From an optimization exercise on the open Yosys and OpenROAD flow, aimed at small area; shortcuts taken in it are not production practice.
Only simulation tests tie the RTL to the original design; equivalence was not proved.
The flow treats the clock pin as an ideal source, which a real chip does not have.

===== flow/flow/run.sh =====
#!/bin/bash
# Standard ORFS layout with three changes: ports are buffered with the smallest
# buffer, clock tree synthesis inserts no dummy loads, and after clock tree
# synthesis the clock buffers whose flip-flop clock pins see a slow slew are
# upsized (flow/post_cts.tcl).
set -euo pipefail
here=$(pwd)
bash standard.sh \
  BUFFER_PORTS_ARGS="-buffer_cell sky130_fd_sc_hd__buf_1" \
  CTS_ARGS="-sink_clustering_enable -repair_clock_nets -sink_clustering_size 16 -sink_clustering_max_diameter 60 -buf_list {sky130_fd_sc_hd__clkbuf_8} -dont_use_dummy_load" \
  POST_CTS_TCL="$here/flow/post_cts.tcl" \
  finish > flow_make.log 2>&1

===== flow/flow/post_cts.tcl =====
# Upsize the clock buffers that drive flip-flop clock pins with a slow slew.
estimate_parasitics -placement
foreach pass {1 2 3} {
  set todo {}
  foreach p [get_pins -hierarchical */CLK] {
    if {[get_property $p slew_max] > 0.100} {
      set net [get_nets -of_objects $p]
      foreach d [get_pins -of_objects $net -filter "direction == output"] {
        lappend todo [get_full_name [get_cells -of_objects $d]]
      }
    }
  }
  set n 0
  foreach i [lsort -unique $todo] {
    set ref [get_property [get_cells $i] ref_name]
    set to ""
    if {$ref eq "sky130_fd_sc_hd__clkbuf_4"} { set to sky130_fd_sc_hd__clkbuf_8 }
    if {$ref eq "sky130_fd_sc_hd__clkbuf_8"} { set to sky130_fd_sc_hd__clkbuf_16 }
    if {$to ne ""} { replace_cell [get_cells $i] $to; incr n }
  }
  puts "post_cts pass $pass: upsized $n clock buffers"
  if {$n == 0} { break }
  estimate_parasitics -placement
}
detailed_placement

===== flow/standard.sh =====
#!/bin/bash
# synth_recipe.tcl (not shown) runs the flow's synth.tcl, then flattens the netlist and writes it again
# the make line also repeats each setting of config.mk as NAME=value (left out here)
make -C /OpenROAD-flow-scripts/flow DESIGN_CONFIG=/design/flow/config.mk WORK_HOME=/design/flow/orfs CLKGATE_MAP_FILE= SYNTH_SCRIPT=/design/flow/synth_recipe.tcl "${@:-finish}"

===== flow/config.mk =====
export PLATFORM = sky130hd
export DESIGN_NAME = sqrt
export DESIGN_NICKNAME = sqrt
export VERILOG_FILES = /design/flow/design.v
export SDC_FILE = /design/flow/constraint.sdc
export NUM_CORES = 4
export LEC_CHECK = 0
export CAP_MARGIN = 20
export CORE_MARGIN = 2
export CORE_UTILIZATION = 50
export CTS_BUF_LIST = sky130_fd_sc_hd__clkbuf_8
export CTS_CLUSTER_DIAMETER = 60
export CTS_CLUSTER_SIZE = 16
export SETUP_SLACK_MARGIN = 0.1
export SLEW_MARGIN = 20
export SYNTH_HIERARCHICAL = 1
export SYNTH_MINIMUM_KEEP_SIZE = 0

===== flow/constraint.sdc =====
create_clock -name core_clock -period 15.0 [get_ports {CLK}]
set_input_delay 3.0000 -clock core_clock [delete_from_list [all_inputs] [get_ports {CLK}]]
set_output_delay 3.0000 -clock core_clock [all_outputs]
set_load 0.01 [all_outputs]

===== flow/design.v =====
module sqrt(input RESET, PREVIOUS, NEXT,CLK, input [31:0] N , input [31:0] DELTA , output [63:0] m);
    reg        done;
    reg [31:0] s;
    reg [31:0] A;
    reg [31:0] B;
    reg        o;
    reg [31:0] nq;       
    reg        pcn;
    reg        p2n;
    reg        nz;       
    reg [30:0] dh;       
    reg [4:0]  it;
    reg [31:0] mr;
    assign m = {32'd0, mr};
    wire load   = PREVIOUS & NEXT;
    wire nxt    = NEXT & ~PREVIOUS;
    wire prv    = PREVIOUS & ~NEXT;
    wire active = load | ~done;
    wire [32:0] sum;
    wire [32:0] sk_c;
    assign sk_c[0] = 1'b0;
    genvar g;
    generate
        for (g = 0; g < 32; g = g + 1) begin : add_hl
            sqrt_fa u_fa (.a(A[g]), .b(B[g]), .c(sk_c[g]), .s(sum[g]), .co(sk_c[g+1]));
        end
    endgenerate
    assign sum[32] = sk_c[32];
    wire cy17 = sk_c[17];
    wire [31:0] c   = sum[32:1];
    wire [15:0] x   = c[15:0];
    wire [15:0] xn  = ~x;
    wire pp1;
    wire pp2;
    wire pp3;
    wire pp4;
    wire pp5;
    wire pp6;
    wire pp7;
    wire pp8;
    wire pp9;
    wire pp10;
    wire pp11;
    wire pp12;
    wire pp13;
    wire pp14;
    wire pp15;
    wire pp16;
    wire pp17;
    wire pp18;
    wire pp19;
    wire pp20;
    wire pp21;
    wire pp22;
    wire pp23;
    wire pp24;
    wire pp25;
    wire pp26;
    wire pp27;
    wire pp28;
    wire pp29;
    wire pp30;
    wire pp31;
    wire pp32;
    wire pp33;
    wire pp34;
    wire pp35;
    wire pp36;
    wire pp37;
    wire pp38;
    wire pp39;
    wire pp40;
    wire pp41;
    wire pp42;
    wire pp43;
    wire pp44;
    wire pp45;
    wire pp46;
    wire pp47;
    wire pp48;
    wire pp49;
    wire pp50;
    wire pp51;
    wire pp52;
    wire pp53;
    wire pp54;
    wire pp55;
    wire pp56;
    wire pp57;
    wire pp58;
    wire pp59;
    wire pp60;
    wire pp61;
    wire pp62;
    wire pp63;
    wire pp64;
    wire pp65;
    wire pp66;
    wire pp67;
    wire pp68;
    wire pp69;
    wire pp70;
    wire pp71;
    wire pp72;
    wire pp73;
    wire pp74;
    wire pp75;
    wire pp76;
    wire pp77;
    wire pp78;
    wire pp79;
    wire pp80;
    wire pp81;
    wire pp82;
    wire pp83;
    wire pp84;
    wire pp85;
    wire pp86;
    wire pp87;
    wire pp88;
    wire pp89;
    wire pp90;
    wire pp91;
    wire pp92;
    wire pp93;
    wire pp94;
    wire pp95;
    wire pp96;
    wire pp97;
    wire pp98;
    wire pp99;
    wire pp100;
    wire pp101;
    wire pp102;
    wire pp103;
    wire pp104;
    wire pp105;
    wire pp106;
    wire pp107;
    wire pp108;
    wire pp109;
    wire pp110;
    wire pp111;
    wire pp112;
    wire pp113;
    wire pp114;
    wire pp115;
    wire pp116;
    wire pp117;
    wire pp118;
    wire pp119;
    wire pp120;
    wire hs121;
    wire hc122;
    wire hs123;
    wire hc124;
    wire hs125;
    wire hc126;
    wire fs127;
    wire fc128;
    wire hs129;
    wire hc130;
    wire fs131;
    wire fc132;
    wire hs133;
    wire hc134;
    wire fs135;
    wire fc136;
    wire fs137;
    wire fc138;
    wire hs139;
    wire hc140;
    wire fs141;
    wire fc142;
    wire fs143;
    wire fc144;
    wire hs145;
    wire hc146;
    wire fs147;
    wire fc148;
    wire fs149;
    wire fc150;
    wire fs151;
    wire fc152;
    wire fs153;
    wire fc154;
    wire fs155;
    wire fc156;
    wire fs157;
    wire fc158;
    wire fs159;
    wire fc160;
    wire fs161;
    wire fc162;
    wire fs163;
    wire fc164;
    wire fs165;
    wire fc166;
    wire fs167;
    wire fc168;
    wire fs169;
    wire fc170;
    wire fs171;
    wire fc172;
    wire fs173;
    wire fc174;
    wire fs175;
    wire fc176;
    wire hs177;
    wire hc178;
    wire hs179;
    wire hc180;
    wire fs181;
    wire fc182;
    wire hs183;
    wire hc184;
    wire fs185;
    wire fc186;
    wire hs187;
    wire hc188;
    wire fs189;
    wire fc190;
    wire fs191;
    wire fc192;
    wire fs193;
    wire fc194;
    wire fs195;
    wire fc196;
    wire fs197;
    wire fc198;
    wire fs199;
    wire fc200;
    wire fs201;
    wire fc202;
    wire fs203;
    wire fc204;
    wire fs205;
    wire fc206;
    wire fs207;
    wire fc208;
    wire fs209;
    wire fc210;
    wire fs211;
    wire fc212;
    wire fs213;
    wire fc214;
    wire fs215;
    wire fc216;
    wire fs217;
    wire fc218;
    wire fs219;
    wire fc220;
    wire fs221;
    wire fc222;
    wire fs223;
    wire fc224;
    wire fs225;
    wire fc226;
    wire fs227;
    wire fc228;
    wire fs229;
    wire fc230;
    wire fs231;
    wire fc232;
    wire fs233;
    wire fc234;
    wire fs235;
    wire fc236;
    wire fs237;
    wire fc238;
    wire fs239;
    wire fc240;
    wire fs241;
    wire fc242;
    wire fs243;
    wire fc244;
    wire fs245;
    wire fc246;
    wire fs247;
    wire fc248;
    wire fs249;
    wire fc250;
    wire fs251;
    wire fc252;
    wire hs253;
    wire hc254;
    wire hs255;
    wire hc256;
    wire fs257;
    wire fc258;
    wire fs259;
    wire fc260;
    wire fs261;
    wire fc262;
    wire fs263;
    wire fc264;
    wire fs265;
    wire fc266;
    wire fs267;
    wire fc268;
    wire fs269;
    wire fc270;
    wire fs271;
    wire fc272;
    wire fs273;
    wire fc274;
    wire fs275;
    wire fc276;
    wire fs277;
    wire fc278;
    wire fs279;
    wire fc280;
    wire fs281;
    wire fc282;
    wire fs283;
    wire fc284;
    wire fs285;
    wire fc286;
    wire fs287;
    wire fc288;
    wire fs289;
    wire fc290;
    wire fs291;
    wire fc292;
    wire fs293;
    wire fc294;
    wire fs295;
    wire fc296;
    wire fs297;
    wire fc298;
    wire fs299;
    wire fc300;
    wire fs301;
    wire fc302;
    wire hs303;
    wire hc304;
    wire hs305;
    wire hc306;
    wire fs307;
    wire fc308;
    wire hs309;
    wire hc310;
    wire fs311;
    wire fc312;
    wire fs313;
    wire fc314;
    wire fs315;
    wire fc316;
    wire fs317;
    wire fc318;
    wire fs319;
    wire fc320;
    wire fs321;
    wire fc322;
    wire fs323;
    wire fc324;
    wire fs325;
    wire fc326;
    wire fs327;
    wire fc328;
    wire fs329;
    wire fc330;
    wire fs331;
    wire fc332;
    wire fs333;
    wire fc334;
    wire fs335;
    wire fc336;
    wire fs337;
    wire fc338;
    wire fs339;
    wire fc340;
    wire fs341;
    wire fc342;
    wire fs343;
    wire fc344;
    wire fs345;
    wire fc346;
    wire fs347;
    wire fc348;
    wire fs349;
    wire fc350;
    wire fs351;
    wire fc352;
    wire fs353;
    wire fc354;
    wire fs355;
    wire fc356;
    wire fs357;
    wire fc358;
    wire fs359;
    wire fc360;
    wire fs361;
    wire fc362;
    wire fs363;
    wire fc364;
    wire cc365;
    wire cc366;
    wire cc367;
    wire cc368;
    wire cc369;
    wire cc370;
    wire cc371;
    wire cc372;
    wire cc373;
    wire cc374;
    wire cc375;
    wire cc376;
    wire cc377;
    wire cc378;
    wire cc379;
    wire cc380;
    wire cc381;
    wire cc382;
    wire cc383;
    wire cc384;
    wire cc385;
    wire cc386;
    wire cc387;
    wire cc388;
    wire cc389;
    wire cc390;
    wire cc391;
    wire cc392;
    wire cc393;
    wire cc394;
    wire cc395;
    wire cc396;
    assign pp1 = ~(x[0] & x[1]);
    assign pp2 = ~(x[0] & x[2]);
    assign pp3 = ~(x[0] & x[3]);
    assign pp4 = ~(x[0] & x[4]);
    assign pp5 = ~(x[0] & x[5]);
    assign pp6 = ~(x[0] & x[6]);
    assign pp7 = ~(x[0] & x[7]);
    assign pp8 = ~(x[0] & x[8]);
    assign pp9 = ~(x[0] & x[9]);
    assign pp10 = ~(x[0] & x[10]);
    assign pp11 = ~(x[0] & x[11]);
    assign pp12 = ~(x[0] & x[12]);
    assign pp13 = ~(x[0] & x[13]);
    assign pp14 = ~(x[0] & x[14]);
    assign pp15 = ~(x[0] & x[15]);
    assign pp16 = ~(x[1] & x[2]);
    assign pp17 = ~(x[1] & x[3]);
    assign pp18 = ~(x[1] & x[4]);
    assign pp19 = ~(x[1] & x[5]);
    assign pp20 = ~(x[1] & x[6]);
    assign pp21 = ~(x[1] & x[7]);
    assign pp22 = ~(x[1] & x[8]);
    assign pp23 = ~(x[1] & x[9]);
    assign pp24 = ~(x[1] & x[10]);
    assign pp25 = ~(x[1] & x[11]);
    assign pp26 = ~(x[1] & x[12]);
    assign pp27 = ~(x[1] & x[13]);
    assign pp28 = ~(x[1] & x[14]);
    assign pp29 = ~(x[1] & x[15]);
    assign pp30 = ~(x[2] & x[3]);
    assign pp31 = ~(x[2] & x[4]);
    assign pp32 = ~(x[2] & x[5]);
    assign pp33 = ~(x[2] & x[6]);
    assign pp34 = ~(x[2] & x[7]);
    assign pp35 = ~(x[2] & x[8]);
    assign pp36 = ~(x[2] & x[9]);
    assign pp37 = ~(x[2] & x[10]);
    assign pp38 = ~(x[2] & x[11]);
    assign pp39 = ~(x[2] & x[12]);
    assign pp40 = ~(x[2] & x[13]);
    assign pp41 = ~(x[2] & x[14]);
    assign pp42 = ~(x[2] & x[15]);
    assign pp43 = ~(x[3] & x[4]);
    assign pp44 = ~(x[3] & x[5]);
    assign pp45 = ~(x[3] & x[6]);
    assign pp46 = ~(x[3] & x[7]);
    assign pp47 = ~(x[3] & x[8]);
    assign pp48 = ~(x[3] & x[9]);
    assign pp49 = ~(x[3] & x[10]);
    assign pp50 = ~(x[3] & x[11]);
    assign pp51 = ~(x[3] & x[12]);
    assign pp52 = ~(x[3] & x[13]);
    assign pp53 = ~(x[3] & x[14]);
    assign pp54 = ~(x[3] & x[15]);
    assign pp55 = ~(x[4] & x[5]);
    assign pp56 = ~(x[4] & x[6]);
    assign pp57 = ~(x[4] & x[7]);
    assign pp58 = ~(x[4] & x[8]);
    assign pp59 = ~(x[4] & x[9]);
    assign pp60 = ~(x[4] & x[10]);
    assign pp61 = ~(x[4] & x[11]);
    assign pp62 = ~(x[4] & x[12]);
    assign pp63 = ~(x[4] & x[13]);
    assign pp64 = ~(x[4] & x[14]);
    assign pp65 = ~(x[4] & x[15]);
    assign pp66 = ~(x[5] & x[6]);
    assign pp67 = ~(x[5] & x[7]);
    assign pp68 = ~(x[5] & x[8]);
    assign pp69 = ~(x[5] & x[9]);
    assign pp70 = ~(x[5] & x[10]);
    assign pp71 = ~(x[5] & x[11]);
    assign pp72 = ~(x[5] & x[12]);
    assign pp73 = ~(x[5] & x[13]);
    assign pp74 = ~(x[5] & x[14]);
    assign pp75 = ~(x[5] & x[15]);
    assign pp76 = ~(x[6] & x[7]);
    assign pp77 = ~(x[6] & x[8]);
    assign pp78 = ~(x[6] & x[9]);
    assign pp79 = ~(x[6] & x[10]);
    assign pp80 = ~(x[6] & x[11]);
    assign pp81 = ~(x[6] & x[12]);
    assign pp82 = ~(x[6] & x[13]);
    assign pp83 = ~(x[6] & x[14]);
    assign pp84 = ~(x[6] & x[15]);
    assign pp85 = ~(x[7] & x[8]);
    assign pp86 = ~(x[7] & x[9]);
    assign pp87 = ~(x[7] & x[10]);
    assign pp88 = ~(x[7] & x[11]);
    assign pp89 = ~(x[7] & x[12]);
    assign pp90 = ~(x[7] & x[13]);
    assign pp91 = ~(x[7] & x[14]);
    assign pp92 = ~(x[7] & x[15]);
    assign pp93 = ~(x[8] & x[9]);
    assign pp94 = ~(x[8] & x[10]);
    assign pp95 = ~(x[8] & x[11]);
    assign pp96 = ~(x[8] & x[12]);
    assign pp97 = ~(x[8] & x[13]);
    assign pp98 = ~(x[8] & x[14]);
    assign pp99 = ~(x[8] & x[15]);
    assign pp100 = ~(x[9] & x[10]);
    assign pp101 = ~(x[9] & x[11]);
    assign pp102 = ~(x[9] & x[12]);
    assign pp103 = ~(x[9] & x[13]);
    assign pp104 = ~(x[9] & x[14]);
    assign pp105 = ~(x[9] & x[15]);
    assign pp106 = ~(x[10] & x[11]);
    assign pp107 = ~(x[10] & x[12]);
    assign pp108 = ~(x[10] & x[13]);
    assign pp109 = ~(x[10] & x[14]);
    assign pp110 = ~(x[10] & x[15]);
    assign pp111 = ~(x[11] & x[12]);
    assign pp112 = ~(x[11] & x[13]);
    assign pp113 = ~(x[11] & x[14]);
    assign pp114 = ~(x[11] & x[15]);
    assign pp115 = ~(x[12] & x[13]);
    assign pp116 = ~(x[12] & x[14]);
    assign pp117 = ~(x[12] & x[15]);
    assign pp118 = ~(x[13] & x[14]);
    assign pp119 = ~(x[13] & x[15]);
    assign pp120 = ~(x[14] & x[15]);
    assign hs121 = ~(pp15 ^ pp28);
    assign hc122 = pp15 | pp28;
    assign hs123 = ~(pp9 ^ pp22);
    assign hc124 = pp9 | pp22;
    assign hs125 = ~(pp10 ^ pp23);
    assign hc126 = pp10 | pp23;
    sqrt_fa u_fs127 (.a(pp11), .b(pp24), .c(pp36), .s(fs127), .co(fc128));
    assign hs129 = ~(pp47 ^ pp57);
    assign hc130 = pp47 | pp57;
    sqrt_fa u_fs131 (.a(pp12), .b(pp25), .c(pp37), .s(fs131), .co(fc132));
    assign hs133 = ~(pp48 ^ pp58);
    assign hc134 = pp48 | pp58;
    sqrt_fa u_fs135 (.a(pp13), .b(pp26), .c(pp38), .s(fs135), .co(fc136));
    sqrt_fa u_fs137 (.a(pp49), .b(pp59), .c(pp68), .s(fs137), .co(fc138));
    assign hs139 = ~(pp76 ^ xn[7]);
    assign hc140 = pp76 | xn[7];
    sqrt_fa u_fs141 (.a(pp14), .b(pp27), .c(pp39), .s(fs141), .co(fc142));
    sqrt_fa u_fs143 (.a(pp50), .b(pp60), .c(pp69), .s(fs143), .co(fc144));
    assign hs145 = ~(pp77 ^ nq[15]);
    assign hc146 = pp77 | nq[15];
    sqrt_fa u_fs147 (.a(pp40), .b(pp51), .c(pp61), .s(fs147), .co(fc148));
    sqrt_fa u_fs149 (.a(pp70), .b(pp78), .c(pp85), .s(fs149), .co(fc150));
    sqrt_fa u_fs151 (.a(xn[8]), .b(nq[16]), .c(hs121), .s(fs151), .co(fc152));
    sqrt_fa u_fs153 (.a(pp29), .b(pp41), .c(pp52), .s(fs153), .co(fc154));
    sqrt_fa u_fs155 (.a(pp62), .b(pp71), .c(pp79), .s(fs155), .co(fc156));
    sqrt_fa u_fs157 (.a(pp86), .b(nq[17]), .c(hc122), .s(fs157), .co(fc158));
    sqrt_fa u_fs159 (.a(pp42), .b(pp53), .c(pp63), .s(fs159), .co(fc160));
    sqrt_fa u_fs161 (.a(pp72), .b(pp80), .c(pp87), .s(fs161), .co(fc162));
    sqrt_fa u_fs163 (.a(pp93), .b(xn[9]), .c(nq[18]), .s(fs163), .co(fc164));
    sqrt_fa u_fs165 (.a(pp54), .b(pp64), .c(pp73), .s(fs165), .co(fc166));
    sqrt_fa u_fs167 (.a(pp81), .b(pp88), .c(pp94), .s(fs167), .co(fc168));
    sqrt_fa u_fs169 (.a(pp65), .b(pp74), .c(pp82), .s(fs169), .co(fc170));
    sqrt_fa u_fs171 (.a(pp89), .b(pp95), .c(pp100), .s(fs171), .co(fc172));
    sqrt_fa u_fs173 (.a(pp75), .b(pp83), .c(pp90), .s(fs173), .co(fc174));
    sqrt_fa u_fs175 (.a(pp84), .b(pp91), .c(pp97), .s(fs175), .co(fc176));
    assign hs177 = ~(pp5 ^ pp18);
    assign hc178 = pp5 | pp18;
    assign hs179 = ~(pp6 ^ pp19);
    assign hc180 = pp6 | pp19;
    sqrt_fa u_fs181 (.a(pp7), .b(pp20), .c(pp32), .s(fs181), .co(fc182));
    assign hs183 = ~(pp43 ^ xn[4]);
    assign hc184 = pp43 | xn[4];
    sqrt_fa u_fs185 (.a(pp8), .b(pp21), .c(pp33), .s(fs185), .co(fc186));
    assign hs187 = ~(pp44 ^ nq[9]);
    assign hc188 = pp44 | nq[9];
    sqrt_fa u_fs189 (.a(pp34), .b(pp45), .c(pp55), .s(fs189), .co(fc190));
    sqrt_fa u_fs191 (.a(xn[5]), .b(nq[10]), .c(hs123), .s(fs191), .co(fc192));
    sqrt_fa u_fs193 (.a(pp35), .b(pp46), .c(pp56), .s(fs193), .co(fc194));
    sqrt_fa u_fs195 (.a(nq[11]), .b(hc124), .c(hs125), .s(fs195), .co(fc196));
    sqrt_fa u_fs197 (.a(pp66), .b(xn[6]), .c(nq[12]), .s(fs197), .co(fc198));
    sqrt_fa u_fs199 (.a(hc126), .b(fs127), .c(hs129), .s(fs199), .co(fc200));
    sqrt_fa u_fs201 (.a(pp67), .b(nq[13]), .c(fc128), .s(fs201), .co(fc202));
    sqrt_fa u_fs203 (.a(hc130), .b(fs131), .c(hs133), .s(fs203), .co(fc204));
    sqrt_fa u_fs205 (.a(nq[14]), .b(fc132), .c(hc134), .s(fs205), .co(fc206));
    sqrt_fa u_fs207 (.a(fs135), .b(fs137), .c(hs139), .s(fs207), .co(fc208));
    sqrt_fa u_fs209 (.a(fc136), .b(fc138), .c(hc140), .s(fs209), .co(fc210));
    sqrt_fa u_fs211 (.a(fs141), .b(fs143), .c(hs145), .s(fs211), .co(fc212));
    sqrt_fa u_fs213 (.a(fc142), .b(fc144), .c(hc146), .s(fs213), .co(fc214));
    sqrt_fa u_fs215 (.a(fs147), .b(fs149), .c(fs151), .s(fs215), .co(fc216));
    sqrt_fa u_fs217 (.a(fc148), .b(fc150), .c(fc152), .s(fs217), .co(fc218));
    sqrt_fa u_fs219 (.a(fs153), .b(fs155), .c(fs157), .s(fs219), .co(fc220));
    sqrt_fa u_fs221 (.a(fc154), .b(fc156), .c(fc158), .s(fs221), .co(fc222));
    sqrt_fa u_fs223 (.a(fs159), .b(fs161), .c(fs163), .s(fs223), .co(fc224));
    sqrt_fa u_fs225 (.a(nq[19]), .b(fc160), .c(fc162), .s(fs225), .co(fc226));
    sqrt_fa u_fs227 (.a(fc164), .b(fs165), .c(fs167), .s(fs227), .co(fc228));
    sqrt_fa u_fs229 (.a(xn[10]), .b(nq[20]), .c(fc166), .s(fs229), .co(fc230));
    sqrt_fa u_fs231 (.a(fc168), .b(fs169), .c(fs171), .s(fs231), .co(fc232));
    sqrt_fa u_fs233 (.a(pp96), .b(pp101), .c(nq[21]), .s(fs233), .co(fc234));
    sqrt_fa u_fs235 (.a(fc170), .b(fc172), .c(fs173), .s(fs235), .co(fc236));
    sqrt_fa u_fs237 (.a(pp102), .b(pp106), .c(xn[11]), .s(fs237), .co(fc238));
    sqrt_fa u_fs239 (.a(nq[22]), .b(fc174), .c(fs175), .s(fs239), .co(fc240));
    sqrt_fa u_fs241 (.a(pp92), .b(pp98), .c(pp103), .s(fs241), .co(fc242));
    sqrt_fa u_fs243 (.a(pp107), .b(nq[23]), .c(fc176), .s(fs243), .co(fc244));
    sqrt_fa u_fs245 (.a(pp99), .b(pp104), .c(pp108), .s(fs245), .co(fc246));
    sqrt_fa u_fs247 (.a(pp111), .b(xn[12]), .c(nq[24]), .s(fs247), .co(fc248));
    sqrt_fa u_fs249 (.a(pp105), .b(pp109), .c(pp112), .s(fs249), .co(fc250));
    sqrt_fa u_fs251 (.a(pp110), .b(pp113), .c(pp115), .s(fs251), .co(fc252));
    assign hs253 = ~(pp3 ^ pp16);
    assign hc254 = pp3 | pp16;
    assign hs255 = ~(pp4 ^ pp17);
    assign hc256 = pp4 | pp17;
    sqrt_fa u_fs257 (.a(pp30), .b(xn[3]), .c(nq[6]), .s(fs257), .co(fc258));
    sqrt_fa u_fs259 (.a(pp31), .b(nq[7]), .c(hc178), .s(fs259), .co(fc260));
    sqrt_fa u_fs261 (.a(nq[8]), .b(hc180), .c(fs181), .s(fs261), .co(fc262));
    sqrt_fa u_fs263 (.a(fc182), .b(hc184), .c(fs185), .s(fs263), .co(fc264));
    sqrt_fa u_fs265 (.a(fc186), .b(hc188), .c(fs189), .s(fs265), .co(fc266));
    sqrt_fa u_fs267 (.a(fc190), .b(fc192), .c(fs193), .s(fs267), .co(fc268));
    sqrt_fa u_fs269 (.a(fc194), .b(fc196), .c(fs197), .s(fs269), .co(fc270));
    sqrt_fa u_fs271 (.a(fc198), .b(fc200), .c(fs201), .s(fs271), .co(fc272));
    sqrt_fa u_fs273 (.a(fc202), .b(fc204), .c(fs205), .s(fs273), .co(fc274));
    sqrt_fa u_fs275 (.a(fc206), .b(fc208), .c(fs209), .s(fs275), .co(fc276));
    sqrt_fa u_fs277 (.a(fc210), .b(fc212), .c(fs213), .s(fs277), .co(fc278));
    sqrt_fa u_fs279 (.a(fc214), .b(fc216), .c(fs217), .s(fs279), .co(fc280));
    sqrt_fa u_fs281 (.a(fc218), .b(fc220), .c(fs221), .s(fs281), .co(fc282));
    sqrt_fa u_fs283 (.a(fc222), .b(fc224), .c(fs225), .s(fs283), .co(fc284));
    sqrt_fa u_fs285 (.a(fc226), .b(fc228), .c(fs229), .s(fs285), .co(fc286));
    sqrt_fa u_fs287 (.a(fc230), .b(fc232), .c(fs233), .s(fs287), .co(fc288));
    sqrt_fa u_fs289 (.a(fc234), .b(fc236), .c(fs237), .s(fs289), .co(fc290));
    sqrt_fa u_fs291 (.a(fc238), .b(fc240), .c(fs241), .s(fs291), .co(fc292));
    sqrt_fa u_fs293 (.a(fc242), .b(fc244), .c(fs245), .s(fs293), .co(fc294));
    sqrt_fa u_fs295 (.a(nq[25]), .b(fc246), .c(fc248), .s(fs295), .co(fc296));
    sqrt_fa u_fs297 (.a(xn[13]), .b(nq[26]), .c(fc250), .s(fs297), .co(fc298));
    sqrt_fa u_fs299 (.a(pp114), .b(pp116), .c(nq[27]), .s(fs299), .co(fc300));
    sqrt_fa u_fs301 (.a(pp117), .b(pp118), .c(xn[14]), .s(fs301), .co(fc302));
    assign hs303 = ~(xn[0] ^ nq[0]);
    assign hc304 = xn[0] | nq[0];
    assign hs305 = ~(nq[1] ^ p2n);
    assign hc306 = nq[1] | p2n;
    sqrt_fa u_fs307 (.a(pp1), .b(xn[1]), .c(nq[2]), .s(fs307), .co(fc308));
    assign hs309 = ~(pp2 ^ nq[3]);
    assign hc310 = pp2 | nq[3];
    sqrt_fa u_fs311 (.a(xn[2]), .b(nq[4]), .c(hs253), .s(fs311), .co(fc312));
    sqrt_fa u_fs313 (.a(nq[5]), .b(hc254), .c(hs255), .s(fs313), .co(fc314));
    sqrt_fa u_fs315 (.a(hs177), .b(hc256), .c(fs257), .s(fs315), .co(fc316));
    sqrt_fa u_fs317 (.a(hs179), .b(fc258), .c(fs259), .s(fs317), .co(fc318));
    sqrt_fa u_fs319 (.a(hs183), .b(fc260), .c(fs261), .s(fs319), .co(fc320));
    sqrt_fa u_fs321 (.a(hs187), .b(fc262), .c(fs263), .s(fs321), .co(fc322));
    sqrt_fa u_fs323 (.a(fs191), .b(fc264), .c(fs265), .s(fs323), .co(fc324));
    sqrt_fa u_fs325 (.a(fs195), .b(fc266), .c(fs267), .s(fs325), .co(fc326));
    sqrt_fa u_fs327 (.a(fs199), .b(fc268), .c(fs269), .s(fs327), .co(fc328));
    sqrt_fa u_fs329 (.a(fs203), .b(fc270), .c(fs271), .s(fs329), .co(fc330));
    sqrt_fa u_fs331 (.a(fs207), .b(fc272), .c(fs273), .s(fs331), .co(fc332));
    sqrt_fa u_fs333 (.a(fs211), .b(fc274), .c(fs275), .s(fs333), .co(fc334));
    sqrt_fa u_fs335 (.a(fs215), .b(fc276), .c(fs277), .s(fs335), .co(fc336));
    sqrt_fa u_fs337 (.a(fs219), .b(fc278), .c(fs279), .s(fs337), .co(fc338));
    sqrt_fa u_fs339 (.a(fs223), .b(fc280), .c(fs281), .s(fs339), .co(fc340));
    sqrt_fa u_fs341 (.a(fs227), .b(fc282), .c(fs283), .s(fs341), .co(fc342));
    sqrt_fa u_fs343 (.a(fs231), .b(fc284), .c(fs285), .s(fs343), .co(fc344));
    sqrt_fa u_fs345 (.a(fs235), .b(fc286), .c(fs287), .s(fs345), .co(fc346));
    sqrt_fa u_fs347 (.a(fs239), .b(fc288), .c(fs289), .s(fs347), .co(fc348));
    sqrt_fa u_fs349 (.a(fs243), .b(fc290), .c(fs291), .s(fs349), .co(fc350));
    sqrt_fa u_fs351 (.a(fs247), .b(fc292), .c(fs293), .s(fs351), .co(fc352));
    sqrt_fa u_fs353 (.a(fs249), .b(fc294), .c(fs295), .s(fs353), .co(fc354));
    sqrt_fa u_fs355 (.a(fs251), .b(fc296), .c(fs297), .s(fs355), .co(fc356));
    sqrt_fa u_fs357 (.a(fc252), .b(fc298), .c(fs299), .s(fs357), .co(fc358));
    sqrt_fa u_fs359 (.a(nq[28]), .b(fc300), .c(fs301), .s(fs359), .co(fc360));
    sqrt_fa u_fs361 (.a(pp119), .b(nq[29]), .c(fc302), .s(fs361), .co(fc362));
    sqrt_fa u_fs363 (.a(pp120), .b(xn[15]), .c(nq[30]), .s(fs363), .co(fc364));
    assign cc365 = pcn | hs303;
    assign cc366 = (hc304 & hs305) | (hc304 & cc365) | (hs305 & cc365);
    assign cc367 = (hc306 & fs307) | (hc306 & cc366) | (fs307 & cc366);
    assign cc368 = (fc308 & hs309) | (fc308 & cc367) | (hs309 & cc367);
    assign cc369 = (hc310 & fs311) | (hc310 & cc368) | (fs311 & cc368);
    assign cc370 = (fc312 & fs313) | (fc312 & cc369) | (fs313 & cc369);
    assign cc371 = (fc314 & fs315) | (fc314 & cc370) | (fs315 & cc370);
    assign cc372 = (fc316 & fs317) | (fc316 & cc371) | (fs317 & cc371);
    assign cc373 = (fc318 & fs319) | (fc318 & cc372) | (fs319 & cc372);
    assign cc374 = (fc320 & fs321) | (fc320 & cc373) | (fs321 & cc373);
    assign cc375 = (fc322 & fs323) | (fc322 & cc374) | (fs323 & cc374);
    assign cc376 = (fc324 & fs325) | (fc324 & cc375) | (fs325 & cc375);
    assign cc377 = (fc326 & fs327) | (fc326 & cc376) | (fs327 & cc376);
    assign cc378 = (fc328 & fs329) | (fc328 & cc377) | (fs329 & cc377);
    assign cc379 = (fc330 & fs331) | (fc330 & cc378) | (fs331 & cc378);
    assign cc380 = (fc332 & fs333) | (fc332 & cc379) | (fs333 & cc379);
    assign cc381 = (fc334 & fs335) | (fc334 & cc380) | (fs335 & cc380);
    assign cc382 = (fc336 & fs337) | (fc336 & cc381) | (fs337 & cc381);
    assign cc383 = (fc338 & fs339) | (fc338 & cc382) | (fs339 & cc382);
    assign cc384 = (fc340 & fs341) | (fc340 & cc383) | (fs341 & cc383);
    assign cc385 = (fc342 & fs343) | (fc342 & cc384) | (fs343 & cc384);
    assign cc386 = (fc344 & fs345) | (fc344 & cc385) | (fs345 & cc385);
    assign cc387 = (fc346 & fs347) | (fc346 & cc386) | (fs347 & cc386);
    assign cc388 = (fc348 & fs349) | (fc348 & cc387) | (fs349 & cc387);
    assign cc389 = (fc350 & fs351) | (fc350 & cc388) | (fs351 & cc388);
    assign cc390 = (fc352 & fs353) | (fc352 & cc389) | (fs353 & cc389);
    assign cc391 = (fc354 & fs355) | (fc354 & cc390) | (fs355 & cc390);
    assign cc392 = (fc356 & fs357) | (fc356 & cc391) | (fs357 & cc391);
    assign cc393 = (fc358 & fs359) | (fc358 & cc392) | (fs359 & cc392);
    assign cc394 = (fc360 & fs361) | (fc360 & cc393) | (fs361 & cc393);
    assign cc395 = (fc362 & fs363) | (fc362 & cc394) | (fs363 & cc394);
    assign cc396 = (nq[31] & fc364) | (nq[31] & cc395) | (fc364 & cc395);
    wire big = (|A[31:17]) | (|B[31:17]) | cy17;
    wire gt  = big | ((~(cc396)) & ~nz);
    wire [31:0] dpre  = load ? DELTA : {1'b0, dh};
    wire [31:0] duse  = RESET ? 32'd1 : {1'b0, dpre[31:1]};
    wire [4:0] itpre = load ? 5'd0 : it;
    reg  [31:0] sw;
    reg         p1, z1;
    integer i;
    always @* begin
        sw[0] = N[0] ^ load;
        p1 = 1'b1;
        z1 = 1'b1;
        for (i = 1; i < 32; i = i + 1) begin
            sw[i] = N[i] ^ ((nxt & p1) | ((prv | (load & ~N[0])) & z1));
            p1 = p1 & N[i];
            z1 = z1 & ~N[i];
        end
    end
    wire [31:0] b = load ? u : RESET ? 32'd1 : s;
    localparam K = 22;
    wire [31:0] a;
    wire [32:0] a_c;
    wire [31:0] dx = duse ^ {32{~nxt}};
    wire [31:K] t;
    wire [32:K] t_c;
    wire [32:K] t_p;
    assign a_c[0] = ~nxt;
    generate
        for (g = 0; g < K; g = g + 1) begin : add_a
            sqrt_fa u_fa (.a(b[g]), .b(dx[g]), .c(a_c[g]), .s(a[g]), .co(a_c[g+1]));
        end
        sqrt_ha u_ha (.a(b[K]), .b(dx[K]), .s(t[K]), .co(t_c[K+1]));
        for (g = K + 1; g < 32; g = g + 1) begin : add_t
            sqrt_fa u_fa (.a(b[g]), .b(dx[g]), .c(t_c[g]), .s(t[g]), .co(t_c[g+1]));
        end
        assign t_p[K] = 1'b1;
        for (g = K; g < 32; g = g + 1) begin : inc_t
            assign a[g]     = t[g] ^ (a_c[K] & t_p[g]);
            assign t_p[g+1] = t_p[g] & t[g];
        end
    endgenerate
    reg [31:0] u;
    reg        q0;
    integer j;
    always @* begin
        u[0] = N[0] ^ nxt;
        q0 = (nxt & N[0]) | load;
        for (j = 1; j < 32; j = j + 1) begin
            u[j] = N[j] ^ q0;
            q0 = q0 & N[j];
        end
    end
    always @(posedge CLK) begin
        nq <= u;
        pcn <= ~prv;
        p2n <= ~load;
        nz <= (prv & ~|N) | (load & q0);
        dh <= dpre[31:1];
        it <= itpre + 5'd1;
        if (NEXT | PREVIOUS) begin
            s  <= sw;
        end
        if (active) begin
            done <= RESET | (itpre == 5'd17);
            mr   <= RESET ? 32'd1 : c;
            if (NEXT | PREVIOUS) begin
                A <= a;
                B <= b;
                o <= nxt;
            end else if (gt == o) begin
                A <= c;
            end else begin
                B <= c;
            end
        end
    end
endmodule
module sqrt_fa(input a, b, c, output s, co);
    assign s  = a ^ b ^ c;
    assign co = (a & b) | (a & c) | (b & c);
endmodule
module sqrt_ha(input a, b, output s, co);
    assign s  = a ^ b;
    assign co = a & b;
endmodule

==> results.txt, run 1 <==
The run finished with no timing, DRC or antenna violations. The area growth from synthesis to layout is 6.354%. Setup repair after global routing left no endpoint under its margin. Once detail routing completed, the nets flagged for antenna violations numbered 0. The number of enable flip-flop cells after synthesis came out at 130. The average cell area after synthesis is 10.32 um2. Once layout is complete, the cells apart from fillers number 1811. The number of fill cells in the layout came out at 2611. The number of buffers and inverters on the critical path is 1. The share of cells above drive strength 1 is 3.978%.

The number of design-rule violations left by the first detailed-router iteration is 824. The number of failing hold endpoints at the final stage came out at 0. The floorplan has 61 rows.

The library cell used most frequently in the layout, excluding fill and tap cells, is sky130_fd_sc_hd__nand2_1. Of the total synthesized cell area, the portion taken by full adders, half adders and majority gates is 28.72%. 132 I/O pins were placed. The wire length of the first global-routing pass is 54550 um. The achievable frequency came out at 0.07096 GHz.

TritonCTS built the clock tree. The unique cell type count in the Yosys netlist came out at 64. The maximum number of pins on one net before global-route repair is 100. The portion of the clock cycle consumed by the worst path in the final layout is 93.95%. After detailed routing, the average wire length per cell comes to 19.55 um. The critical path depth in cells came out at 33. The total wire length is 35400 um.

The vias after detailed routing is 9693. The clock-pin slew on the worst setup and hold paths came out at 0.10 ns. Global routing used 25.05% of the available tracks across all layers. The highest fanout seen on the critical path came out at 7. The final core utilization came out at 54.13%. Max-cap violations in this run came to 0.

The most used flip-flop cell after synthesis is sky130_fd_sc_hd__edfxtp_1. The synthesis warning total came out at 7. The peak per-stage delay on the critical path is 0.46 ns. The detailed placement HPWL is 26930 um. Input and output buffers added on the ports amount to 98. Of all flip-flops after synthesis, the portion carrying an async set or reset was 0%. The depth of the worst register-to-register path came out at 34. The final weighted congestion of routability-driven global placement is 0.8433.

The worst slew margin relative to its limit is 30.28%. The first detailed-routing pass ran for 5 iterations. The sum of negative setup slack is 0 ns. Before CTS, the worst setup slack after placement is 0.5443 ns. Counting instances, the worst hold path has a depth of 1. The height of the chip is 172.2 um.

STA classifies the critical path endpoint as a flip-flop. The setup path with the least slack is of type in2reg. The full die area is 29640 um2. The final critical path time including I/O delays and setup is 14.09 ns.

The worst setup slack after layout is 0.9069 ns. The clock drives 200 sinks. The number of cells after detailed placement is 1794. The insertion delay of the later-clocked pin in the worst-skew pair came out at 0.48 ns. The fraction of the yosys area taken by sequential cells is 37.52%.

The total of endpoints with negative setup slack in the final report came out at 0. The post-route DRC violation count is 0. The number of diodes added for antenna fixing is 0. The post-synthesis instance total is 1370. The number of antenna violations at the first check in global routing is 1. Among all stages on the critical path, the largest delay is contributed by sky130_fd_sc_hd__nor2b_1.

The cell area that synthesis handed to floorplanning was 14140 um2. The total non-filler cell area in the finished layout came out at 15040 um2. The max-slew violation count came to 0. The worst endpoint required time came out at 15.23 ns. The post-synthesis share of cell area spent on and, or, nand and nor gates is 18.68%. The number of global-route vias before repair came out at 9537. In the layout the commonest cells are sky130_fd_sc_hd__nand2_1 (356), sky130_fd_sc_hd__fa_1 (169), sky130_fd_sc_hd__edfxtp_1 (130), sky130_fd_sc_hd__buf_1 (97), sky130_fd_sc_hd__nor2_1 (84).

The worst setup path is launched from a primary input. Multiplexer cells account for 0.2301% of the synthesized area. The slew at the pin closest to its max-slew limit came out at 1.042 ns. The area fraction in compound gates after synthesis came out at 5.469%. The x dimension of the die came out at 172.2 um. The worst setup skew after layout is 0.03732 ns. The min-delay analysis places its worst path in the category reg2reg. The initial utilization of the core area, before any placement, comes to 50.90%.

The detail-routed via count per cell is 5.352. The net count of the finished layout came out at 1723. The instance area after placement is 14760 um2. The core region is 27780 um2. The flop and latch count out of synthesis is 200. Summing the areas of all xor and xnor instances in the mapped netlist gives 4.336% of the synthesized area. The cell class contributing the biggest share of worst-path delay is adder cells. The data arrival at the endpoint of the critical path came out at 14.33 ns. The total grt overflow came out at 0.

The largest family of logic cells by synthesized area is adder cells. In this design, the critical path's most frequently occurring cell is sky130_fd_sc_hd__fa_1.
## Yosys stat by module (local to each module, per instance)
module | times used | cells
sqrt_ha | 1 | 1
sqrt | 1 | 1200
sqrt_fa | 169 | 1
## cell type report
| cell class | count | area (um2) | area share (%) |
|---|---|---|---|
| Inverter | 55 | 209.0 | 1.389 |
| Sequential cell | 200 | 5305 | 35.28 |
| Timing Repair Buffer | 116 | 516.7 | 3.436 |
| Multi-Input combinational cell | 1045 | 8255 | 54.90 |
| Clock buffer | 17 | 279.0 | 1.855 |
| Tap cell | 378 | 473.0 | 3.145 |
## flip-flops by register name, indices dropped and copies added (netlist names)
signal,cells
s,32
p2n,1
nz,1
A,32
o,1
dh,30
done,1
mr,32
B,32
nq,32
pcn,1
it,5
## layer usage
| metal | GRT usage (%) | vias up | part of all wire, % |
|---|---|---|---|
| met5 | 0 | - | 0 |
| met4 | 5.590 | 0 | 1.5 |
| met3 | 3.571 | 26 | 6.5 |
| met2 | 38.05 | 336 | 45 |
| met1 | 38.33 | 4723 | 47 |
| li1 | - | 4608 | - |
## synth_stat cells, types with 5 or more instances
master / count / share of area, %
sky130_fd_sc_hd__o21ai_0: 26 / 0.92
sky130_fd_sc_hd__nor3_1: 14 / 0.50
sky130_fd_sc_hd__buf_4: 32 / 1.7
sky130_fd_sc_hd__nor2_1: 84 / 2.2
sky130_fd_sc_hd__inv_1: 50 / 1.3
sky130_fd_sc_hd__a21oi_1: 20 / 0.71
sky130_fd_sc_hd__or3_1: 6 / 0.27
sky130_fd_sc_hd__nor4_1: 12 / 0.53
sky130_fd_sc_hd__buf_1: 5 / 0.13
sky130_fd_sc_hd__clkbuf_1: 65 / 1.7
sky130_fd_sc_hd__xnor2_1: 50 / 3.1
sky130_fd_sc_hd__and3_1: 8 / 0.35
sky130_fd_sc_hd__and2_1: 14 / 0.62
sky130_fd_sc_hd__nand2_1: 358 / 9.5
sky130_fd_sc_hd__a22oi_1: 5 / 0.27
sky130_fd_sc_hd__dfxtp_1: 70 / 9.9
sky130_fd_sc_hd__edfxtp_1: 130 / 28
sky130_fd_sc_hd__ha_1: 51 / 4.5
sky130_fd_sc_hd__nor2b_1: 23 / 1.0
sky130_fd_sc_hd__a31oi_1: 34 / 1.5
sky130_fd_sc_hd__nand4_1: 7 / 0.31
sky130_fd_sc_hd__fa_1: 169 / 24
sky130_fd_sc_hd__xor2_1: 20 / 1.2
sky130_fd_sc_hd__o22ai_1: 9 / 0.40
sky130_fd_sc_hd__nand3_1: 40 / 1.4
## kinds of logic after synthesis
| family | after synthesis |
|---|---|
| XOR/XNOR | 70 |
| flip-flops | 200 |
| adder cells (fa/ha/maj) | 224 |
| AND/OR/NAND/NOR | 594 |
| buffers and inverters | 157 |
| multiplexers | 2 |
| other | 1 |
| AO/OA/AOI/OAI | 122 |
## path summary, 6_finish.rpt
| kind | slack, ns | from | endpoint |
|---|---|---|---|
| setup / recovery | 0.91 | NEXT | A[30] |
| hold / removal | 0.42 | it[0] | it[0] |
| setup reg to reg | 1.00 | A[0] | B[30] |
| hold reg to reg | 0.42 | it[0] | it[0] |
## metrics by stage
step / hold WS (ns)
finish: 0.4180
global route: 0.4358
global placement: 0.3917
floorplan: 0.3778
detailed placement: 0.3964
==> inputs of run 2 (changes only) <==
--- a/flow/design.v
+++ b/flow/design.v
@@ -18,9 +18,9 @@
     wire active = load | ~done;
     wire [32:0] sum;
-    wire [32:0] sk_c;
-    assign sk_c[0] = 1'b0;
+    wire [32:1] sk_c;
     genvar g;
     generate
-        for (g = 0; g < 32; g = g + 1) begin : add_hl
+        sqrt_ha u_ha0 (.a(A[0]), .b(B[0]), .s(sum[0]), .co(sk_c[1]));
+        for (g = 1; g < 32; g = g + 1) begin : add_hl
             sqrt_fa u_fa (.a(A[g]), .b(B[g]), .c(sk_c[g]), .s(sum[g]), .co(sk_c[g+1]));
         end
==> run 2 against run 1 <==
- still clean on timing, DRC and antenna
- hold slack got worse by 0.0036 ns
- cell count is 0.28% lower
- worst setup slack got worse by 0.027 ns
==> results.txt, run 2 <==
The multi-input logic area is 8244 um2 (was 8255 um2). The depth of the worst register-to-register path was 34 (unchanged). The insertion delay of the later-clocked pin in the worst-skew pair came to 0.50 ns (was 0.48 ns). The number of diodes added for antenna fixing came to 0 (unchanged).

The total of endpoints with negative setup slack in the final report is 0 (unchanged). The unique cell type count in the Yosys netlist came to 64 (unchanged). The share of cells above drive strength 1 came out at 3.711% (was 3.978%). The most frequent cell on the critical path was sky130_fd_sc_hd__fa_1 (unchanged). The detail-routed via count per cell came out at 5.443 (was 5.352). The cell with the biggest individual delay on the critical path is sky130_fd_sc_hd__nor2b_1 (unchanged). The critical path capture point type was a flip-flop (unchanged).

The leading cell type in the layout, fill and taps excluded is sky130_fd_sc_hd__nand2_1 (unchanged). The I/O pin count came to 132 (unchanged). The number of buffers and inverters on the critical path came out at 1 (unchanged). Setup repair after global routing missed its margin: false (unchanged).

The max-capacitance violation count is 0 (unchanged). The worst setup skew after layout is 0.03074 ns (was 0.03732 ns). The critical path start-end classification was in2reg (unchanged). The post-synthesis instance total was 1370 (unchanged).

The x dimension of the die came to 172.1 um (was 172.2 um). The core box area is 27780 um2 (unchanged). The number of global-route vias before repair came out at 9726 (was 9537). The critical path depth in cells came to 33 (unchanged). The cell depth of the worst hold path is 1 (unchanged). The post-synth design cell area is 14130 um2 (was 14140 um2).

The row count came out at 61 (unchanged). The full die area is 29630 um2 (was 29640 um2). The async set or reset register ratio after synthesis came out at 0% (unchanged). The remaining number of nets flagged by the antenna check after routing is 0 (unchanged).

Status: complete, no violations (unchanged). The net count of the finished layout is 1718 (was 1723). The count of input and output buffers was 98 (unchanged). The wire length of the first global-routing pass came out at 55350 um (was 54550 um).

The final critical path time including I/O delays and setup came out at 14.12 ns (was 14.09 ns). The highest fanout seen on the critical path is 7 (unchanged). The height of the chip came out at 172.1 um (was 172.2 um).

The clock tree from TritonCTS is yes (unchanged). The number of optimization iterations in the first detailed-route pass came out at 5 (unchanged). The number of failing hold endpoints at the final stage is 0 (unchanged). The peak per-stage delay on the critical path came out at 0.47 ns (was 0.46 ns). The number of design-rule violations left by the first detailed-router iteration is 801 (was 824).

The achievable frequency is 0.07082 GHz (was 0.07096 GHz). Most frequent cells after synthesis: sky130_fd_sc_hd__nand2_1 (358), sky130_fd_sc_hd__fa_1 (168), sky130_fd_sc_hd__edfxtp_1 (130) (was sky130_fd_sc_hd__nand2_1 (358), sky130_fd_sc_hd__fa_1 (169), sky130_fd_sc_hd__edfxtp_1 (130)). The portion of synthesized cell area occupied by the leading cell type is 27.62% (was 27.61%). The number of enable flip-flop cells after synthesis was 130 (unchanged).

The slew at the pin closest to its max-slew limit came to 1.077 ns (was 1.042 ns). The biggest area consumer among synthesized cells was sky130_fd_sc_hd__edfxtp_1 (unchanged). The worst endpoint required time came out at 15.25 ns (was 15.23 ns). Top area cells in the synthesized netlist: sky130_fd_sc_hd__edfxtp_1 (28%), sky130_fd_sc_hd__fa_1 (24%), sky130_fd_sc_hd__dfxtp_1 (9.9%) (unchanged). The most used flip-flop cell after synthesis is sky130_fd_sc_hd__edfxtp_1 (unchanged). The data arrival at the endpoint of the critical path is 14.37 ns (was 14.33 ns). The type of element launching the critical path is a primary input (unchanged). The wire length per cell after detailed routing came out at 19.70 um (was 19.55 um). The number of antenna violations at the first check in global routing is 0 (was 1). The max-slew violation count is 0 (unchanged).

The clock net sink count was 200 (unchanged). The maximum number of pins on one net before global-route repair is 105 (was 100). The post-route DRC violation count came to 0 (unchanged). The leading cell type by number of instances after synthesis was sky130_fd_sc_hd__nand2_1 (unchanged). The overall routing resource usage came out at 25.41% (was 25.05%).

The number of fill cells in the layout is 2621 (was 2611). The cell class contributing the biggest share of worst-path delay is adder cells (unchanged). The area growth from synthesis to final layout came out at 6.038% (was 6.354%). Commonest cells after routing, fill and taps aside: sky130_fd_sc_hd__nand2_1 (356), sky130_fd_sc_hd__fa_1 (168), sky130_fd_sc_hd__edfxtp_1 (130), sky130_fd_sc_hd__buf_1 (97), sky130_fd_sc_hd__nor2_1 (84) (was sky130_fd_sc_hd__nand2_1 (356), sky130_fd_sc_hd__fa_1 (169), sky130_fd_sc_hd__edfxtp_1 (130), sky130_fd_sc_hd__buf_1 (97), sky130_fd_sc_hd__nor2_1 (84)). The total grt overflow came out at 0 (unchanged).

The register cell area after layout came to 5305 um2 (unchanged). The sum of negative setup slack came out at 0 ns (unchanged). The fraction of the yosys area taken by sequential cells is 37.54% (was 37.52%).

The portion of the clock cycle consumed by the worst path in the final layout is 94.13% (was 93.95%). The vias after detailed routing came out at 9830 (was 9693). The starting density of the core came to 50.87% (was 50.90%).

The worst min-delay path class is reg2reg (unchanged). The worst slew margin relative to its limit is 28.21% (was 30.28%). The average cell area after synthesis came out at 10.32 um2 (about the same). The clock-pin slew on the worst setup and hold paths is 0.10 ns (about the same).

The flop and latch count out of synthesis is 200 (unchanged). The synthesis warning total came to 7 (unchanged). The final weighted congestion of routability-driven global placement came out at 0.8734 (was 0.8433). The total wire length came out at 35580 um (was 35400 um). The detailed placement HPWL is 26740 um (was 26930 um).
==> run 2: cell count changes in the layout (fill, tap and decap cells not counted) <==
cell                        previous run  this run
sky130_fd_sc_hd__buf_4                17        13
sky130_fd_sc_hd__clkbuf_16             4         3
sky130_fd_sc_hd__clkbuf_8             13        14
sky130_fd_sc_hd__conb_1               33        32
sky130_fd_sc_hd__fa_1                169       168
sky130_fd_sc_hd__ha_1                 51        52
==> run 2: modules after synthesis (local to each module, per instance) <==
module	cells	copies in the design	cell area (um2)	flip-flops and latches
sqrt_ha	1	2	12.51	0
sqrt	1200	1	10740	200
sqrt_fa	1	168	20.02	0
==> run 2: logic make-up after synthesis <==
logic type               Yosys count  synth area share (%)
multiplexers                       2                0.2302
adder cells (fa/ha/maj)          224                 28.69
AND/OR/NAND/NOR                  594                 18.69
AO/OA/AOI/OAI                    122                 5.472
buffers and inverters            157                 5.020
flip-flops                       200                 37.54
XOR/XNOR                          70                 4.338
other                              1               0.02653
==> run 2: cell type report <==
cell class                      instances  share of cell area, %
Clock buffer                           17                  1.787
Sequential cell                       200                  35.40
Timing Repair Buffer                  112                  3.248
Multi-Input combinational cell       1044                  55.01
Inverter                               55                  1.394
Tap cell                              378                  3.156
==> run 2: metrics by stage <==
stage                     utilization, %  hold WS (ns)  setup WS [ns]  instances  area [um2]
after global routing               53.94        0.4362         0.5368       1806       14990
after global placement             52.98        0.3893         0.5346       1789       14720
after floorplan                        -        0.3778          1.436       1401       14250
after detailed placement           52.98        0.3929         0.4814       1789       14720
final                              53.94        0.4144         0.8802       1806       14990
==> run 2: routing by layer <==
metal	vias up	track usage (%)	part of all wire, %
met5	-	0	0
met2	369	38.68	45
li1	4592	-	-
met3	33	4.532	7.8
met4	0	5.261	1.3
met1	4836	38.37	46
==> run 2: final timing paths <==
check | from | endpoint | slack [ns]
hold reg to reg | it[0] | it[0] | 0.41
hold / removal | it[0] | it[0] | 0.41
setup / recovery | NEXT | A[30] | 0.88
setup reg to reg | A[0] | B[30] | 1.17
==> inputs of run 3 (changes only) <==
--- a/flow/design.v
+++ b/flow/design.v
@@ -18,9 +18,9 @@
     wire active = load | ~done;
     wire [32:0] sum;
-    wire [32:1] sk_c;
+    wire [32:0] sk_c;
+    assign sk_c[0] = 1'b0;
     genvar g;
     generate
-        sqrt_ha u_ha0 (.a(A[0]), .b(B[0]), .s(sum[0]), .co(sk_c[1]));
-        for (g = 1; g < 32; g = g + 1) begin : add_hl
+        for (g = 0; g < 32; g = g + 1) begin : add_hl
             sqrt_fa u_fa (.a(A[g]), .b(B[g]), .c(sk_c[g]), .s(sum[g]), .co(sk_c[g+1]));
         end
==> flow/flow/run.sh (replaced) <==
#!/bin/bash
# Standard ORFS layout with four changes: ports are buffered with the smallest
# buffer, clock tree synthesis inserts no dummy loads, and after clock tree
# synthesis the clock buffers whose flip-flop clock pins see a slow slew are
# upsized (flow/post_cts.tcl); the output ports tied low share one tie cell
# (flow/post_floorplan.tcl).
set -euo pipefail
here=$(pwd)
bash standard.sh \
  BUFFER_PORTS_ARGS="-buffer_cell sky130_fd_sc_hd__buf_1" \
  CTS_ARGS="-sink_clustering_enable -repair_clock_nets -sink_clustering_size 16 -sink_clustering_max_diameter 60 -buf_list {sky130_fd_sc_hd__clkbuf_8} -dont_use_dummy_load" \
  POST_CTS_TCL="$here/flow/post_cts.tcl" \
  POST_FLOORPLAN_TCL="$here/flow/post_floorplan.tcl" \
  finish > flow_make.log 2>&1
==> flow/flow/post_floorplan.tcl (new file) <==
# The constant outputs: drive all output ports tied low from one tie cell
# instead of one tie cell per port.
set block [ord::get_db_block]
set keep_net ""
set moved 0
foreach inst [$block getInsts] {
  if {[[$inst getMaster] getName] ne "sky130_fd_sc_hd__conb_1"} { continue }
  set lo [$inst findITerm LO]
  set hi [$inst findITerm HI]
  if {$hi ne "NULL" && [$hi getNet] ne "NULL"} { continue }
  set net [$lo getNet]
  if {$net eq "NULL"} { continue }
  set bterms [$net getBTerms]
  if {[llength $bterms] != 1 || [llength [$net getITerms]] != 1} { continue }
  if {$keep_net eq ""} { set keep_net $net; continue }
  set bt [lindex $bterms 0]
  $bt disconnect
  $bt connect $keep_net
  odb::dbInst_destroy $inst
  odb::dbNet_destroy $net
  incr moved
}
puts "post_floorplan: moved $moved tied-low output ports onto one tie cell"
==> run 3 against run 2 <==
- global-route usage is 0.36 points lower
- non-clock buffer count is 4 higher
- wire length is 0.51% lower
- flip-flop and latch count stayed put
- cell count is 0.28% higher
- still clean
- register-to-register slack worse by 0.17 ns
- critical endpoint unchanged
- design area is 0.35% higher
- worst setup slack better by 0.027 ns
- synthesized area hardly changed
==> results.txt, run 3 <==
Status: complete, no violations (unchanged). The depth of the worst register-to-register path is 34 (unchanged). The launch point of the worst hold path is it[0] (unchanged). The row count came out at 61 (unchanged). The max-capacitance violation count was 0 (unchanged). The cell with the biggest individual delay on the critical path was sky130_fd_sc_hd__nor2b_1 (unchanged). The count of input and output buffers came to 98 (unchanged).

The most frequent cell on the critical path is sky130_fd_sc_hd__fa_1 (unchanged). The leading cell type by number of instances after synthesis is sky130_fd_sc_hd__nand2_1 (unchanged). The sum of negative setup slack came to 0 ns (unchanged). The insertion delay of the later-clocked pin in the worst-skew pair came out at 0.48 ns (was 0.50 ns). Setup repair after global routing missed its margin: false (unchanged). The endpoint of the most critical register-to-register path is B[30] (unchanged). The final critical path time including I/O delays and setup came out at 14.09 ns (was 14.12 ns). The height of the chip is 172.2 um (was 172.1 um). The critical path capture point type is a flip-flop (unchanged).

The wire length of the first global-routing pass is 54550 um (was 55350 um). The critical path start-end classification was in2reg (unchanged).

The achievable frequency is 0.07096 GHz (was 0.07082 GHz). The maximum number of pins on one net before global-route repair came out at 100 (was 105). The final weighted congestion of routability-driven global placement came out at 0.8433 (was 0.8734). The worst endpoint required time was 15.23 ns (was 15.25 ns).

The slew at the pin closest to its max-slew limit came out at 1.042 ns (was 1.077 ns). The post-synthesis instance total came out at 1370 (unchanged). The worst hold margin came out at 0.4180 ns (was 0.4144 ns).

The x dimension of the die is 172.2 um (was 172.1 um). The average cell area after synthesis is 10.32 um2 (about the same). The most used flip-flop cell after synthesis was sky130_fd_sc_hd__edfxtp_1 (unchanged). The number of diodes added for antenna fixing came to 0 (unchanged). The core box area is 27780 um2 (unchanged). The instance area after placement came to 14760 um2 (was 14720 um2).

Most frequent cells after synthesis: sky130_fd_sc_hd__nand2_1 (358), sky130_fd_sc_hd__fa_1 (169), sky130_fd_sc_hd__edfxtp_1 (130) (was sky130_fd_sc_hd__nand2_1 (358), sky130_fd_sc_hd__fa_1 (168), sky130_fd_sc_hd__edfxtp_1 (130)). The overall routing resource usage came out at 25.05% (was 25.41%). The worst min-delay path class is reg2reg (unchanged). The wire length per cell after detailed routing came to 19.55 um (was 19.70 um).

The portion of synthesized cell area occupied by the leading cell type came to 27.61% (was 27.62%). The clock-pin slew on the worst setup and hold paths came out at 0.10 ns (about the same). The total grt overflow is 0 (unchanged). The post-synth design cell area came out at 14140 um2 (was 14130 um2).

Top area cells in the synthesized netlist: sky130_fd_sc_hd__edfxtp_1 (28%), sky130_fd_sc_hd__fa_1 (24%), sky130_fd_sc_hd__dfxtp_1 (9.9%) (unchanged). The leading cell type in the layout, fill and taps excluded was sky130_fd_sc_hd__nand2_1 (unchanged). The cell depth of the worst hold path was 1 (unchanged).

The number of global-route vias before repair is 9537 (was 9726). The starting density of the core came to 50.90% (was 50.87%). The max-slew violation count is 0 (unchanged). The final core utilization was 54.13% (was 53.94%). The remaining number of nets flagged by the antenna check after routing came out at 0 (unchanged). The fraction of the yosys area taken by sequential cells is 37.52% (was 37.54%).

The worst setup slack for register-to-register paths came out at 1.00 ns (was 1.17 ns). The vias after detailed routing was 9693 (was 9830). The net count of the finished layout was 1723 (was 1718). The synthesis warning total came out at 7 (unchanged). The number of enable flip-flop cells after synthesis came to 130 (unchanged).

The worst setup skew after layout is 0.03732 ns (was 0.03074 ns). The number of antenna violations at the first check in global routing is 1 (was 0). The async set or reset register ratio after synthesis is 0% (unchanged). The worst slew margin relative to its limit came out at 30.28% (was 28.21%). The number of design-rule violations left by the first detailed-router iteration came out at 824 (was 801). The number of optimization iterations in the first detailed-route pass came out at 5 (unchanged). The flop and latch count out of synthesis is 200 (unchanged). The worst hold path endpoint is it[0] (unchanged). Commonest cells after routing, fill and taps aside: sky130_fd_sc_hd__nand2_1 (356), sky130_fd_sc_hd__fa_1 (169), sky130_fd_sc_hd__edfxtp_1 (130), sky130_fd_sc_hd__buf_1 (97), sky130_fd_sc_hd__nor2_1 (84) (was sky130_fd_sc_hd__nand2_1 (356), sky130_fd_sc_hd__fa_1 (168), sky130_fd_sc_hd__edfxtp_1 (130), sky130_fd_sc_hd__buf_1 (97), sky130_fd_sc_hd__nor2_1 (84)). The full die area was 29640 um2 (was 29630 um2). The biggest area consumer among synthesized cells was sky130_fd_sc_hd__edfxtp_1 (unchanged). The total of endpoints with negative setup slack in the final report is 0 (unchanged).

The peak per-stage delay on the critical path is 0.46 ns (was 0.47 ns). The clock tree from TritonCTS was yes (unchanged). The data arrival at the endpoint of the critical path came to 14.33 ns (was 14.37 ns).

The highest fanout seen on the critical path was 7 (unchanged). The I/O pin count came to 132 (unchanged). The type of element launching the critical path is a primary input (unchanged). The unique cell type count in the Yosys netlist was 64 (unchanged). The clock net sink count was 200 (unchanged).

The post-route DRC violation count came out at 0 (unchanged). The detail-routed via count per cell came to 5.352 (was 5.443). The total wire length came out at 35400 um (was 35580 um). The portion of the clock cycle consumed by the worst path in the final layout is 93.95% (was 94.13%).

The origin of the critical flop-to-flop path is A[0] (unchanged). The number of failing hold endpoints at the final stage is 0 (unchanged). The total non-filler cell area in the finished layout is 15040 um2 (was 14990 um2).

The share of cells above drive strength 1 came out at 3.978% (was 3.711%). The detailed placement HPWL came out at 26930 um (was 26740 um). The area growth from synthesis to final layout is 6.354% (was 6.038%).
==> run 3: cell count changes after synthesis <==
cell / before / now
sky130_fd_sc_hd__fa_1: 168 / 169
sky130_fd_sc_hd__ha_1: 52 / 51
==> run 3: worst max-delay path by stage <==
stage / start / end / slack (ns)
6_report: NEXT / A[30] / 0.91
5_1_grt: NEXT / A[31] / 0.58
3_5_place_dp: NEXT / A[30] / 0.54
3_3_place_gp: NEXT / A[30] / 0.59
2_1_floorplan: PREVIOUS / A[31] / 1.44
==> run 3: layout make-up <==
class / instances / area (um2)
clock buffers: 17 / 279.0
fillers: 2611 / 12740
inverters: 55 / 209.0
multi-input cells: 1045 / 8255
flip-flops and latches: 200 / 5305
well taps: 378 / 473.0
repair buffers: 116 / 516.7
==> run 3: per-stage QoR <==
| step | instances | setup slack, ns |
|---|---|---|
| floorplan | 1402 | 1.436 |
| global placement | 1794 | 0.5867 |
| detailed placement | 1794 | 0.5443 |
| global route | 1811 | 0.5771 |
| finish | 1811 | 0.9069 |
==> run 3: modules after synthesis, one instance, submodules excluded <==
module / area, um2 / copies in the design / flip-flops and latches / cells
sqrt: 10740 / 1 / 200 / 1200
sqrt_fa: 20.02 / 169 / 0 / 1
sqrt_ha: 12.51 / 1 / 0 / 1
==> run 3: worst max-delay path, delay by kind of cell <==
family / cells / cell delay (ns)
buffers and inverters: 1 / 0.22
adders and majority gates: 23 / 9.34
and+or+nand+nor: 7 / 1.39
AOI/OAI and AO/OA: 2 / 0.37
==> run 3: metal layers <==
layer  share of wire [%]  global-route usage (%)
met1                  47                   38.33
met2                  45                   38.05
met3                 6.5                   3.571
met4                 1.5                   5.590
met5                   0                       0
==> run 3: logic make-up (layout without fill, tap and decap cells) <==
logic type,count (synthesis),after routing,synth area share [%]
simple gates,594,594,18.68
fa+ha+maj,224,224,28.72
flops,200,200,37.52
buf+inv,157,188,5.017
compound gates,122,122,5.469
xor+xnor,70,70,4.336
mux,2,2,0.2301
other cells,1,33,0.02652

==> what the ideal ports hide <==
In the flow no input, the clock included, has a driving cell. The finished layouts below were timed again as built, in two steps.
Step 1, drivers: a clkbuf_16 drives CLK and a buf_2 each remaining input, both assumed.
Step 2 adds t to the input delays and takes it off the output delays; t is the mean of the earliest and latest rising clock arrival at the registers after step 1. Input paths then give back, and output paths get back, about the clock's delay inside the block.
a / b / c = ideal / step 1 / step 2; a / b = the first two.
run | shift t [ns] | slack for setup (ns) | slew at the worst register clock pin (ns)
run 1 | 0.514 | 0.907 / 0.934 / 0.420 | 0.10 / 0.10
run 2 | 0.528 | 0.880 / 0.901 / 0.374 | 0.10 / 0.10
run 3 | 0.514 | 0.907 / 0.934 / 0.420 | 0.10 / 0.10
After both steps every run listed still meets setup and hold. For run 2, which loses most, drivers alone change the setup slack by +0.021 ns; drivers and shift together by -0.506 ns.
